This is an optimization exercise on Yosys and OpenROAD, whose aim is a short achievable clock period and few clock cycles, not a production implementation.
Function was checked by simulation only, so behaviour that the tests miss may differ from the original.
Power and IR drop assume default switching activity.

## design.v

```verilog
`timescale 1ns / 1ps
`timescale 1ns / 1ps
module ALU(
    input [31:0] ReadData1,          
    input [31:0] ReadData2,          
    input [31:0] imm32,              
    input ALUSrc,                    
    input [1:0] ALUOp,               
    input [2:0] funct3,              
    input [6:0] funct7,              
    input [3:0] Ftype,               
    output reg [31:0] ALUResult,     
    output reg zero                      
    );
reg [3:0] ALUControl;
wire [31:0] operand1 = ReadData1;
wire [31:0] operand2 = (ALUSrc==1) ? imm32 : ReadData2;
wire [31:0] fadd_result, product_result;
wire [11:0] com_funct = {1'b0, funct3, 1'b0, funct7};
always @(*) begin
    case(ALUOp)
        2'b00:begin  
            ALUControl = 4'b0100;
        end
        2'b01:begin  
            if (funct3 == 3'h6 || funct3 == 3'h7)
                ALUControl = 4'b1100;
            else
                ALUControl = 4'b0110;
        end
        2'b10:begin  
            if (com_funct == 12'h0_00)
                ALUControl = 4'b0100;
            else if (com_funct == 12'h0_20)
                ALUControl = 4'b0110;
            else if (com_funct == 12'h4_00)
                ALUControl = 4'b1001;
            else if (com_funct == 12'h6_00)
                ALUControl = 4'b1000;
            else if (com_funct == 12'h7_00)
                ALUControl = 4'b0111;
            else if (com_funct == 12'h1_00)
                ALUControl = 4'b0001;
            else if (com_funct == 12'h5_00)
                ALUControl = 4'b0010;
            else if (com_funct == 12'h5_20)
                ALUControl = 4'b0011;
            else if (com_funct == 12'h2_00)
                ALUControl = 4'b1011;
            else if (com_funct == 12'h3_00)
                ALUControl = 4'b1010;
            else if (com_funct == 12'h0_01)
                ALUControl = 4'b1110; 
            else
                ALUControl = 4'b0000;
        end 
        2'b11:begin  
            if (funct3 == 3'h0)
                ALUControl = 4'b0100;
            else if (funct3 == 3'h4)
                ALUControl = 4'b1001;
            else if (funct3 == 3'h6)
                ALUControl = 4'b1000;
            else if (Ftype == 4'b0001)
                ALUControl = 4'b1101;
            else if (funct3 == 3'h7)
                ALUControl = 4'b0111;
            else if (com_funct == 12'h1_00)
                ALUControl = 4'b0001;
            else if (com_funct == 12'h5_00)
                ALUControl = 4'b0010;
            else if (com_funct == 12'h5_20)
                ALUControl = 4'b0011;
            else if (funct3 == 3'h2)
                ALUControl = 4'b1011;
            else if (funct3 == 3'h3)
                ALUControl = 4'b1010;
            else
                ALUControl = 4'b0000;
        end
    endcase
end
always @(*) begin
    case (ALUControl)
        4'b0000:              ALUResult = 0;
        4'b0001:            ALUResult = operand1 << operand2[4:0];
        4'b0010:            ALUResult = operand1 >> operand2[4:0];
        4'b0011:      ALUResult = $signed(operand1) >>> operand2[4:0];
        4'b0100:               ALUResult = $signed(operand1) + $signed(operand2);
        4'b0110:               ALUResult = $signed(operand1) - $signed(operand2);
        4'b0111:               ALUResult = operand1 & operand2;
        4'b1000:                ALUResult = operand1 | operand2;
        4'b1001:               ALUResult = operand1 ^ operand2;
        4'b1010:ALUResult = {31'b0, $unsigned(operand1) < $unsigned(operand2)};
        4'b1011:  ALUResult = {31'b0, $signed(operand1) < $signed(operand2)};
        4'b1100:      ALUResult = $unsigned(operand1) - $unsigned(operand2);
        4'b1101:              ALUResult = fadd_result;
        4'b1110:           ALUResult = product_result;
        default: 
            ALUResult = 0;
    endcase
end
always @(*) begin
    if (ALUOp == 2'b01) begin
        case (funct3)
            3'h0:          zero = (ALUResult == 0);
            3'h1:          zero = (ALUResult != 0);
            3'h4:          zero = ($signed(ALUResult) < 0);
            3'h5:          zero = ($signed(ALUResult) >= 0);
            3'h6:         zero = ($unsigned(operand1) < $unsigned(operand2));
            3'h7:         zero = ($unsigned(operand1) >= $unsigned(operand2));
            default: 
                zero = (ALUResult == 0);
        endcase
    end
    else 
        zero = (ALUResult == 0);
end
Float_Addition fadd(
    .operand1(operand1),
    .operand2(operand2),
    .addition_result(fadd_result)
);
MUL mul(
    .operand1(operand1[15:0]),
    .operand2(operand2[15:0]),
    .product_result(product_result)
);
endmodule
module Float_Addition(
    input [31:0]operand1,
    input [31:0]operand2,
    output reg [31:0]addition_result
);
wire [11:0] float1 = {operand1[7:0], 4'b0};  
wire [11:0] float2 = {operand2[7:0], 4'b0};  
reg  sign1, sign2, final_sign;       
reg  [2:0] exp1, exp2;       
reg  [15:0] m_align1, m_align2;
reg  [15:0] sum_m;        
always @(*) begin
    sign1 = float1[11];
    exp1  = float1[10:8];
    sign2 = float2[11];
    exp2  = float2[10:8];
    m_align1 = {7'b0, 1'b1, float1[7:0]};
    m_align2 = {7'b0, 1'b1, float2[7:0]};
    if (exp1 < 3) begin
        m_align1 = m_align1 >> (3 - exp1);
    end else if (exp1 > 3) begin
        m_align1 = m_align1 << (exp1 - 3);
    end
    if (exp2 < 3) begin
        m_align2 = m_align2 >> (3 - exp2);
    end else if (exp2 > 3) begin
        m_align2 = m_align2 << (exp2 - 3);
    end
    if(sign1 == sign2) begin
        sum_m = m_align1 + m_align2;
        final_sign = sign1;
    end else begin
        if(m_align1 >= m_align2) begin
            sum_m = m_align1 - m_align2;
            final_sign = sign1;
        end else begin
            sum_m = m_align2 - m_align1;
            final_sign = sign2;
        end
    end
    if (final_sign == 1) begin
        addition_result[31:24] = 8'hFF;
    end else begin
        addition_result[31:24] = 8'h00;
    end
    addition_result[23:0] = {16'b0, sum_m[15:8]};
end
endmodule
module MUL(
    input [15:0]operand1,
    input [15:0]operand2,
    output reg [31:0]product_result
);
    wire sign = operand1[15] ^ operand2[15];
    wire [16:0] abs_op1 = operand1[15] ? {1'b0, ~operand1} + 1'b1 : {1'b0, operand1};
    wire [16:0] abs_op2 = operand2[15] ? {1'b0, ~operand2} + 1'b1 : {1'b0, operand2};
    wire [31:0] unsigned_product = abs_op1 * abs_op2;
    always @(*) begin
        product_result = sign ? (~unsigned_product + 1) : unsigned_product;
    end
endmodule
`timescale 1ns / 1ps
module ImmGen(
    input [31:0] inst,
    output reg[31:0] imm32
    );
wire [6:0] opcode;
wire sign;
assign opcode = inst[6:0];
assign sign = inst[31];
always @(*) begin
    case (opcode)
        7'b0110011: imm32 = {32'b0};
        7'b0010011, 7'b0000011, 7'b1100111: imm32 = {{20{sign}},inst[31:20]};
        7'b0100011: imm32 = {{20{sign}}, inst[31:25], inst[11:7]};
        7'b1100011: imm32 = {{19{sign}}, inst[31], inst[7], inst[30:25], inst[11:8], 1'b0};
        7'b0110111, 7'b0010111: imm32 = {inst[31:12], 12'b0};
        7'b1101111: imm32 = {{12{sign}}, inst[31], inst[19:12], inst[20], inst[30:21], 1'b0};
        default:
            imm32 = 0;
    endcase
end
endmodule
`timescale 1ns / 1ps
module RegisterFile(
    input clk,
    input rstn,
    input en,
    input [4:0] raddr1,
    input [4:0] raddr2,
    input [4:0] waddr,
    input [31:0] wdata,
    input regWrite,
    output [31:0] rdata1,
    output [31:0] rdata2
    );
reg [31:0] registers [31:1];
assign rdata1 = (raddr1 == 5'd0) ? 32'b0 : registers[raddr1];
assign rdata2 = (raddr2 == 5'd0) ? 32'b0 : registers[raddr2];
integer i;
always @(posedge clk or negedge rstn) begin
    if (~rstn) begin
        for (i = 1; i < 32; i = i + 1) begin
            registers[i] <= 32'b0;
        end
    end
    else if (en && regWrite && waddr != 5'b0)
        registers[waddr] <= wdata;
end
endmodule
`timescale 1ns / 1ps
module Decoder(
    input clk,
    input rstn,
    input en,
    input [31:0] ALUResult,
    input [31:0] MemData,
    input [31:0] pc4_i,
    input [31:0] pc_i,
    input regWrite,
    input MemtoReg,
    input [31:0] inst,
    output [31:0] rdata1,
    output [31:0] rdata2,
    output [31:0] imm32
    );
wire [6:0] opcode = inst[6:0];
wire [4:0] raddr1 = inst[19:15];
wire [4:0] raddr2 = inst[24:20];
wire [4:0] rd_v = inst[11:7];
wire [2:0] funct3 = inst[14:12];
reg [31:0] wdata;
always @(*) begin
    if (opcode == 7'b1101111 || opcode == 7'b1100111)
        wdata = pc_i + 32'h4;
    else if (opcode == 7'b0110111)
        wdata = imm32;
    else if (opcode == 7'b0010111)
        wdata = pc4_i + imm32 + 32'h003FFFF8;
    else if (MemtoReg == 1) begin
            case (funct3)
            3'h0:
                wdata = {{24{MemData[7]}}, MemData[7:0]};
            3'h1:
                wdata = {{16{MemData[16]}}, MemData[15:0]};
            3'h2:
                wdata = MemData;
            3'h4:
                wdata = {24'b0, MemData[7:0]};
            3'h5:
                wdata = {16'b0, MemData[15:0]};
            default:
                wdata = 0;
            endcase
        end
    else
        wdata = ALUResult;
end
RegisterFile uRegisterFile(
    .clk(clk),
    .rstn(rstn),
    .en(en),
    .raddr1(raddr1),
    .raddr2(raddr2),
    .waddr(rd_v),
    .wdata(wdata),
    .regWrite(regWrite),
    .rdata1(rdata1),
    .rdata2(rdata2)
);
ImmGen uImmGen(
    .inst(inst),
    .imm32(imm32)
);
endmodule
`timescale 1ns / 1ps
module Controller(
    input [31:0] inst,
    input zero,
    output Branch,
    output Jump,
    output Jalr,
    output [3:0] Ftype,
    output [1:0] ALUOp,
    output ALUSrc,
    output MemRead,
    output MemWrite,
    output MemtoReg,
    output RegWrite,
    output eBreak
    );
wire [6:0] opcode = inst[6:0];
wire [11:0] imm12 = inst [31:20];
assign Branch = (opcode == 7'b1100011) && (zero == 1);
assign Jump = (opcode == 7'b1101111);
assign Jalr = (opcode == 7'b1100111);
assign Ftype = {3'b0, opcode == 7'b1010011};
assign ALUOp = {
            {(opcode != 7'b0000011) && (opcode != 7'b0100011) && (opcode != 7'b1100011)},
            {(opcode != 7'b0000011) && (opcode != 7'b0100011) && (opcode != 7'b0110011)}
        };
assign ALUSrc = (opcode == 7'b0010011) || (opcode == 7'b0000011) || (opcode == 7'b0100011) || (opcode == 7'b0110111) ||
            (opcode == 7'b0010111);
assign MemRead = opcode == 7'b0000011;
assign MemWrite = (opcode == 7'b0100011);
assign MemtoReg = (opcode == 7'b0000011);
assign RegWrite = (opcode == 7'b0110011) || (opcode == 7'b0010011) || (opcode == 7'b0000011) || (opcode == 7'b0110111) ||
            (opcode == 7'b0010111) || (opcode == 7'b1101111) || (opcode == 7'b1100111) ||  (opcode == 7'b1010011);
assign eBreak = ( (opcode == 7'b1110011) && (imm12 == 12'h1) );
endmodule
`timescale 1ns / 1ps
module IFetch(
    input clk,
    input rstn,
    input en,
    input [31:0] imm32,
    input Branch,
    input Jump,
    input Jalr,
    input [31:0] ALUResult,
    input [31:0] imem_rdata,
    output [31:0] imem_addr,
    output [31:0] inst,
    output [31:0] pc4_i,
    output [31:0] pc_i
    );
reg [31:0] PC;
wire [31:0] next_PC =   (Branch || Jump) ? PC + imm32 :
                        (Jalr) ? ALUResult :
                        PC + 32'h4;
assign pc_i = PC;
always @(posedge clk or negedge rstn) begin
    if (~rstn) begin
        PC <= 0;
        end
    else if (en) begin
        PC <= next_PC;
        end
end
assign pc4_i = PC + 32'h4;
assign imem_addr = PC;
assign inst = imem_rdata;
endmodule
`timescale 1ns / 1ps
module naive_cpu(
    input         clk,
    input         rst_n,
    output [31:0] imem_addr,
    input  [31:0] imem_rdata,
    output [31:0] dmem_addr,
    output [31:0] dmem_wdata,
    output        dmem_we,
    input  [31:0] dmem_rdata,
    output        halt
);
    wire [31:0] inst;
    wire [31:0] ReadData1, ReadData2;
    wire [31:0] ALUResult;
    wire [31:0] imm32;
    wire zero;
    wire Branch, Jump, Jalr, ALUSrc, MemRead, MemWrite, MemtoReg, RegWrite;
    wire [3:0] Ftype;
    wire eBreak;
    wire [1:0] ALUOp;
    wire [2:0] funct3;
    wire [6:0] funct7;
    wire [31:0] pc4_i;
    wire [31:0] pc_i;
    reg halted;
    always @(posedge clk or negedge rst_n) begin
        if (~rst_n)
            halted <= 1'b0;
        else if (eBreak)
            halted <= 1'b1;
    end
    wire en = ~halted & ~eBreak;
    IFetch ifetch(
        .clk(clk),
        .rstn(rst_n),
        .en(en),
        .imm32(imm32),
        .Branch(Branch),
        .Jump(Jump),
        .Jalr(Jalr),
        .ALUResult(ALUResult),
        .imem_rdata(imem_rdata),
        .imem_addr(imem_addr),
        .inst(inst),
        .pc4_i(pc4_i),
        .pc_i(pc_i)
    );
    Controller controller(
        .inst(inst),
        .zero(zero),
        .Branch(Branch),
        .Jump(Jump),
        .Jalr(Jalr),
        .Ftype(Ftype),
        .ALUOp(ALUOp),
        .ALUSrc(ALUSrc),
        .MemRead(MemRead),
        .MemWrite(MemWrite),
        .MemtoReg(MemtoReg),
        .RegWrite(RegWrite),
        .eBreak(eBreak)
    );
    ALU alu(
        .ReadData1(ReadData1),
        .ReadData2(ReadData2),
        .imm32(imm32),
        .ALUSrc(ALUSrc),
        .ALUOp(ALUOp),
        .funct3(funct3),
        .funct7(funct7),
        .Ftype(Ftype),
        .ALUResult(ALUResult),
        .zero(zero)
    );
    Decoder decoder(
        .clk(clk),
        .rstn(rst_n),
        .en(en),
        .ALUResult(ALUResult),
        .MemData(dmem_rdata),
        .pc4_i(pc4_i),
        .pc_i(pc_i),
        .regWrite(RegWrite),
        .MemtoReg(MemtoReg),
        .inst(inst),
        .rdata1(ReadData1),
        .rdata2(ReadData2),
        .imm32(imm32)
    );
    assign funct3 = inst[14:12];
    assign funct7 = inst[31:25];
    assign dmem_addr  = ALUResult;
    assign dmem_wdata = ReadData2;
    assign dmem_we    = MemWrite & en;
    assign halt       = halted;
endmodule
```

## run.sh

```bash
#!/bin/bash
# synth_recipe.tcl (not shown) runs the flow's synth.tcl, then flattens the netlist and writes it again
# the make line also repeats each setting of config.mk as NAME=value (left out here)
make -C /OpenROAD-flow-scripts/flow DESIGN_CONFIG=/design/flow/config.mk WORK_HOME=/design/flow/orfs CLKGATE_MAP_FILE= SYNTH_SCRIPT=/design/flow/synth_recipe.tcl finish
```

## config.mk

```make
export PLATFORM = sky130hd
export DESIGN_NAME = naive_cpu
export DESIGN_NICKNAME = naive_cpu
export VERILOG_FILES = /design/flow/design.v
export SDC_FILE = /design/flow/constraint.sdc
export NUM_CORES = 4
export LEC_CHECK = 0
export CAP_MARGIN = 20
export CORE_MARGIN = 2
export CORE_UTILIZATION = 30
export PLACE_DENSITY = 0.5
export SETUP_SLACK_MARGIN = 4
export SLEW_MARGIN = 20
```

## constraint.sdc

```tcl
create_clock -name core_clock -period 18.0 [get_ports {clk}]
set_input_delay 3.6000 -clock core_clock [delete_from_list [all_inputs] [get_ports {clk}]]
set_output_delay 3.6000 -clock core_clock [all_outputs]
set_load 0.01 [all_outputs]
```

==> flow_summary.ini <==
[status]
run_status = no timing/DRC/antenna violations

[global_route]
grt_pass1_vias = 87240
grt_antenna_before_repair = 34
grt_max_degree = 146
grt_pass1_wl_mm = 740
grtUsageTotal_pct = 38.8
overflow = 0

[place]
hpwl_mm = 388
portBuffers = 163
gp_congestion = 1.04
dp_cells = 13918

[floorplanning]
ioPinCount = 164
num_rows = 190
die_h_um = 522
start_util_pct = 30.1
fp.coreArea_um2 = 267000
dieArea_um2 = 273000
die_x_um = 522

[route]
wl_per_cell_um = 37.8
ant_nets = 0
num_vias = 91710
dr.pass1.iters = 8
drc_errors = 0
avgViaCountPerCell = 6.33
wirelength_mm = 548
drtIter0Drc = 12429

[cts]
clk_path_buf_depth = 3
clk_pin_slew_ns = 0.07
cts_made_buffers = 112
cts_tree = built
cts_root_buf = clkbuf_16
htreeDepth = 3
worstSkewPairLatency_ns = 0.78
cts_hold_buf = 0
cts_sinks = 1025

[logic_synthesis]
yosysUniqueCellTypes = 117
yosysWarnings = 9
synth_compound_area_share_pct = 23.3
synth_fa_ha_area_share_pct = 11.0
synthSimpleGateAreaFrac_pct = 22.4
synthFlopType = dfrtp_1
synth-seq-cells = 1025
synth_mux_area_share_pct = 2.59
syn_inst = 10087
synth_top_family_by_area = compound AO/OA/AOI/OAI gates
synth_enable_flop_cells = 0
async_flop_share_pct = 100
synth_xor_area_share_pct = 2.09
synth_area_um2 = 80500
syn_area_per_cell_um2 = 7.98
seq_area_frac_synth_pct = 31.9

[pwr]
clkPwrFrac_pct = 31.7
vdd_drop_max_v = 0.0000789
switching_share_pct = 38.6
power.share.combinational_pct = 35.8
power.internal_mw = 4.91
p_seq_share_pct = 32.5
powerDensity_nw_per_um2 = 77.5
leakage_nw = 45.3
switching_power_mw = 3.08

[critical_path]
critPathMaxFanout = 16
crit_slowest_cell = or4_4
path_buf_inv = 15
start_kind = primary input
max_stage_delay_ns = 0.60
crit_path_end_kind = output pin
path_class = in2out
critPathTopFamily = adder cells
worstPathRequired_ns = 14.40
critPathArrivalTime_ns = 13.27
worst_path_most_repeated_cell = fa_1

[run]
maxCapViolCount = 0

[timing]
min_period_ns = 16.87
fin_crit_sh_pct = 93.7
worst_pin_slew_ns = 1.32
hold_viol = 0
setup_tns_ns = 0
slew_headroom_pct = 11.4
fmax_mhz = 59.3
finalSetupViolCount = 0
rsz0062_at_grt = true
finalClockSkew_ns = 0.0371
slew_viol_final = 0
fin_hold_ws_ns = 0.508

[cells_and_area]
final_core_util_pct = 38.5
nFillCells = 27506
fin_cells = 14477
syn2layout_area_growth_pct = 27.9
drive_gt1_share_pct = 21.2
fin_nets = 11443

[hold_path]
hold_path_class = reg2reg
[final cells by class]
class / instances / area (um^2) / share of cell area (%)
repair buffers: 1392 / 13200 / 12.8
clock inverters: 66 / 761 / 0.738
multi-input cells: 7744 / 53800 / 52.2
flip-flops and latches: 1025 / 25600 / 24.9
diodes: 26 / 65.1 / 0.0632
clock buffers: 138 / 3090 / 3.00
well taps: 3552 / 4440 / 4.31
inverters: 534 / 2050 / 1.99
[power by group through the flow]
stage | Clock, mW | Combinational [mW] | Sequential [mW]
after floorplan | 0 | 1.33 | 2.57
after global placement | 0 | 2.48 | 2.63
after detailed placement | 0 | 2.50 | 2.63
after CTS | 2.53 | 2.68 | 2.59
after global routing | 2.62 | 3.01 | 2.60
final | 2.53 | 2.86 | 2.59
[metal layers]
layer  vias to the layer above  share of wire (%)  GRT usage, %
met3                      2172                 10          10.5
met4                        22                9.4          28.8
met2                      6421                 43          58.9
li1                      37621                  -             -
met5                         -              0.025             0
met1                     45474                 37          47.1
[tightest hold or removal path, cell delays in order (launching register included)]
cell and delay (ns):
dfrtp_1 0.36, nand2_1 0.05, o21ai_0 0.06
[final timing paths]
| path | cells past startpoint | start | to | slack [ns] |
|---|---|---|---|---|
| min in group asynchronous | 1 | rst_n | decoder.uRegisterFile.registers[19][20] | 2.90 |
| worst min register to register | 2 | decoder.uRegisterFile.registers[12][11] | decoder.uRegisterFile.registers[12][11] | 0.51 |
| worst max register to register | 45 | decoder.uRegisterFile.registers[23][1] | ifetch.PC[4] | 6.29 |
| max in group asynchronous | 4 | rst_n | decoder.uRegisterFile.registers[13][2] | 11.81 |
| worst min-delay path | 2 | decoder.uRegisterFile.registers[12][11] | decoder.uRegisterFile.registers[12][11] | 0.51 |
| worst max-delay path | 46 | imem_rdata[23] | dmem_addr[31] | 1.13 |
[cells by family after synthesis]
| logic type | Yosys count |
|---|---|
| compound gates | 2945 |
| xor+xnor | 191 |
| fa+ha+maj | 568 |
| buf+inv | 1362 |
| flops | 1025 |
| mux | 195 |
| other cells | 2 |
| simple gates | 3799 |
[per-stage QoR]
stage / cell area (um^2) / power, mW / setup slack (ns)
finish: 103000 / 7.98 / 1.13
global route: 103000 / 8.23 / 0.968
CTS: 101000 / 7.80 / 1.28
detailed placement: 92200 / 5.12 / 0.0711
global placement: 92100 / 5.11 / -0.0940
floorplan: 81600 / 3.90 / 2.07
[flip-flops by register name, indices dropped and copies added (netlist names)]
name / count
decoder.uRegisterFile.registers: 992
ifetch.PC: 32
halted: 1
[placed cells by master (no fill, tap or decap), types with 50 or more instances in the layout]
master / instances
a21o_1: 62
a21oi_1: 490
a21oi_2: 52
a22oi_1: 417
a31oi_1: 55
and2_1: 61
and3_1: 154
buf_12: 103
buf_4: 974
buf_6: 140
clkbuf_16: 117
clkdlybuf4s50_1: 119
dfrtp_1: 1025
fa_1: 205
ha_1: 313
inv_1: 478
mux2_2: 85
mux2i_1: 100
nand2_1: 1392
nand2_2: 50
nand2b_1: 56
nand3_1: 689
nand4_1: 208
nor2_1: 503
nor2b_1: 51
nor3_1: 129
o211ai_1: 104
o21ai_0: 997
o22ai_1: 53
xnor2_1: 102
[timing repair]
action                     in CTS  in global routing
setup endpoints to repair     678                498
pin swaps                     198                158
gates resized for setup       703                290
cloned                         19                  4
setup buffers                 224                 81
[synthesized netlist by cell type (64+ instances only)]
cell type / n / share of area [%]
nand4_1: 208 / 1.6
xnor2_1: 131 / 1.4
buf_2: 144 / 0.90
nor2_1: 579 / 2.7
ha_1: 340 / 5.3
dfrtp_1: 1025 / 32
o211ai_1: 104 / 0.97
mux2i_1: 104 / 1.3
nand2_1: 1453 / 6.8
buf_1: 80 / 0.37
mux2_2: 87 / 1.2
and2_1: 72 / 0.56
nand3_1: 700 / 4.4
and3_1: 172 / 1.3
nor3_1: 168 / 1.0
a31oi_1: 74 / 0.57
a21oi_1: 556 / 3.5
inv_1: 522 / 2.4
fa_1: 228 / 5.7
nor4_1: 73 / 0.57
clkbuf_1: 568 / 2.6
a21o_1: 66 / 0.62
o21ai_0: 1050 / 6.5
nor2b_1: 64 / 0.50
a22oi_1: 429 / 4.0
Testbench counts, summed over its fixed seeds: cycles 203,025.

## static timing again, ports no longer ideal
In the flow no input, the clock included, has a driving cell. The finished layout below was timed again as built, in two steps. Step 1 (the two cells are an assumption about what drives the block):
set clk [get_ports {clk}]
set_driving_cell -lib_cell sky130_fd_sc_hd__clkbuf_16 $clk
set_driving_cell -lib_cell sky130_fd_sc_hd__buf_2 [delete_from_list [all_inputs] $clk]
Step 2 times the ports against the registers' clock, not the clock port: input delays grow and output delays shrink by t, the midpoint of the rising clock arrivals with the driver on. a / b / c = no drivers / after step 1 / after step 2; a / b = the first two.
t, ns: 0.845
setup WS [ns]: 1.134 / 0.840 / 0.840
cell pins on the clock port's net: 1
After both steps setup and hold are still met in this run. For this run, drivers alone change the setup slack by -0.294 ns; drivers and shift together by -0.294 ns.
